Background: an optimization exercise with open tools, aiming at small area, a short achievable clock period and few clock cycles. Do not read the settings as production practice.
The RTL was checked by simulation tests, not by an equivalence proof against the original design.
No activity file was given, so power comes from the tool's default toggle rates.

## ipdc
module ipdc (                        
	input         i_clk,
	input         i_rst_n,
	input         i_op_valid,
	input  [ 2:0] i_op_mode,
	input         i_in_valid,
	input  [23:0] i_in_data,
	output        o_in_ready,
	output        o_out_valid,
	output [23:0] o_out_data
);
clock: 10.0 ns
lec_check: 0
cap_margin: 20
core_margin: 2
core_utilization: 40
cts_cluster_diameter: 150
cts_cluster_size: 32
slew_margin: 20
standard.sh (not shown) runs the stock make flow with config.mk's settings and CLKGATE_MAP_FILE= SYNTH_SCRIPT=/design/flow/synth_recipe.tcl, a recipe that flattens the netlist after the stock synthesis.
==> flow/flow/run.sh <==
#!/bin/bash
# Standard ORFS layout; timing repair aims for a setup slack of 6.75 ns
# against the 10 ns clock, i.e. for a cycle of about 3.25 ns.
bash standard.sh SETUP_SLACK_MARGIN=6.75 finish > standard.log 2>&1
The baseline went through all stages and came out clean.
Testbench counts at the start, summed over its fixed seeds: cycles 13,449.
Rerun with:
Settings changed: CAP_MARGIN 20 to 5, CTS_CLUSTER_DIAMETER 150 to 120, CTS_CLUSTER_SIZE 32 to 30, SLEW_MARGIN 20 to 5.
=> Routed wire length is about the same; worst hold slack gets worse by 0.014 ns; cell area barely changes; utilization barely changes; via count is lower by 0.59%.
Rerun with:
==> flow/flow/run.sh (replaced) <==
#!/bin/bash
# Standard ORFS layout with two settings changed:
#  - timing repair aims for a setup slack of 6.75 ns against the 10 ns clock
#    (a cycle of about 3.25 ns);
#  - the majority cells (maj3) are added to the platform's don't-use list, so
#    that synthesis does not build the 8-bit comparators as slow maj3 chains.
set -euo pipefail
DONT_USE="sky130_fd_sc_hd__lpflow_bleeder_1 sky130_fd_sc_hd__lpflow_clkbufkapwr_1 sky130_fd_sc_hd__lpflow_clkbufkapwr_16 sky130_fd_sc_hd__lpflow_clkbufkapwr_2 sky130_fd_sc_hd__lpflow_clkbufkapwr_4 sky130_fd_sc_hd__lpflow_clkbufkapwr_8 sky130_fd_sc_hd__lpflow_clkinvkapwr_1 sky130_fd_sc_hd__lpflow_clkinvkapwr_16 sky130_fd_sc_hd__lpflow_clkinvkapwr_2 sky130_fd_sc_hd__lpflow_clkinvkapwr_4 sky130_fd_sc_hd__lpflow_clkinvkapwr_8 sky130_fd_sc_hd__lpflow_decapkapwr_12 sky130_fd_sc_hd__lpflow_decapkapwr_3 sky130_fd_sc_hd__lpflow_decapkapwr_4 sky130_fd_sc_hd__lpflow_decapkapwr_6 sky130_fd_sc_hd__lpflow_decapkapwr_8 sky130_fd_sc_hd__lpflow_inputiso0n_1 sky130_fd_sc_hd__lpflow_inputiso0p_1 sky130_fd_sc_hd__lpflow_inputiso1n_1 sky130_fd_sc_hd__lpflow_inputiso1p_1 sky130_fd_sc_hd__lpflow_inputisolatch_1 sky130_fd_sc_hd__lpflow_isobufsrc_1 sky130_fd_sc_hd__lpflow_isobufsrc_16 sky130_fd_sc_hd__lpflow_isobufsrc_2 sky130_fd_sc_hd__lpflow_isobufsrc_4 sky130_fd_sc_hd__lpflow_isobufsrc_8 sky130_fd_sc_hd__lpflow_isobufsrckapwr_16 sky130_fd_sc_hd__lpflow_lsbuf_lh_hl_isowell_tap_1 sky130_fd_sc_hd__lpflow_lsbuf_lh_hl_isowell_tap_2 sky130_fd_sc_hd__lpflow_lsbuf_lh_hl_isowell_tap_4 sky130_fd_sc_hd__lpflow_lsbuf_lh_isowell_4 sky130_fd_sc_hd__lpflow_lsbuf_lh_isowell_tap_1 sky130_fd_sc_hd__lpflow_lsbuf_lh_isowell_tap_2 sky130_fd_sc_hd__lpflow_lsbuf_lh_isowell_tap_4 sky130_fd_sc_hd__probe_p_8 sky130_fd_sc_hd__probec_p_8  sky130_fd_sc_hd__maj3_1 sky130_fd_sc_hd__maj3_2 sky130_fd_sc_hd__maj3_4"
bash standard.sh "DONT_USE_CELLS=$DONT_USE" SETUP_SLACK_MARGIN=6.75 finish > standard.log 2>&1
Settings changed: CAP_MARGIN 5 to 20, CTS_CLUSTER_DIAMETER 120 to 80, SLEW_MARGIN 5 to 20.
=>
- The new run finished clean
- setup slack is better by 0.011 ns
- worst hold slack is about the same
- utilization is higher by 0.64 points
- total power is higher by 6.4%
- design area is higher by 1.8%
- final cell count is higher by about 2.5%
Rerun with:
==> flow/flow/run.sh (replaced) <==
#!/bin/bash
# Standard ORFS layout; timing repair aims for a setup slack of 6.75 ns
# against the 10 ns clock, i.e. for a cycle of about 3.25 ns.
bash standard.sh SETUP_SLACK_MARGIN=6.75 finish > standard.log 2>&1
Settings changed: CTS_CLUSTER_DIAMETER 80 to 120, PLACE_DENSITY set to 0.72.
=> Synthesized area went down by 0.65%. Clock power went down by 13%. Cell area went down by 1.8%. Sequential cell count does not change.

## afterwards: timing with drivers on the ports
No port has a modelled driver above. Below, the same layouts with a new extraction and two added sets of constraints.
Step 1, drivers: a clkbuf_16 drives i_clk and a buf_2 each remaining input, both assumed.
Step 2 adds t to the input delays and takes it off the output delays; t is the mean of the earliest and latest rising clock arrival at the registers after step 1. Input paths then give back, and output paths get back, about the clock's delay inside the block.
Slacks: ideal / step 1 / step 2; pairs: ideal / step 1.
run	t (ns)	slack for setup (ns)	worst setup path after step 2
the first run	0.784	6.717 / 6.639 / 6.230	input to register
the second run	0.789	6.745 / 6.664 / 6.205	input to register
the third run	0.816	6.756 / 6.681 / 6.188	input to register
the fourth run	0.772	6.761 / 6.686 / 6.199	input to register
After both steps setup and hold are still met in every run listed. The setup slack of the third run, which loses most, moves by -0.075 ns with the drivers and by -0.568 ns with both steps.
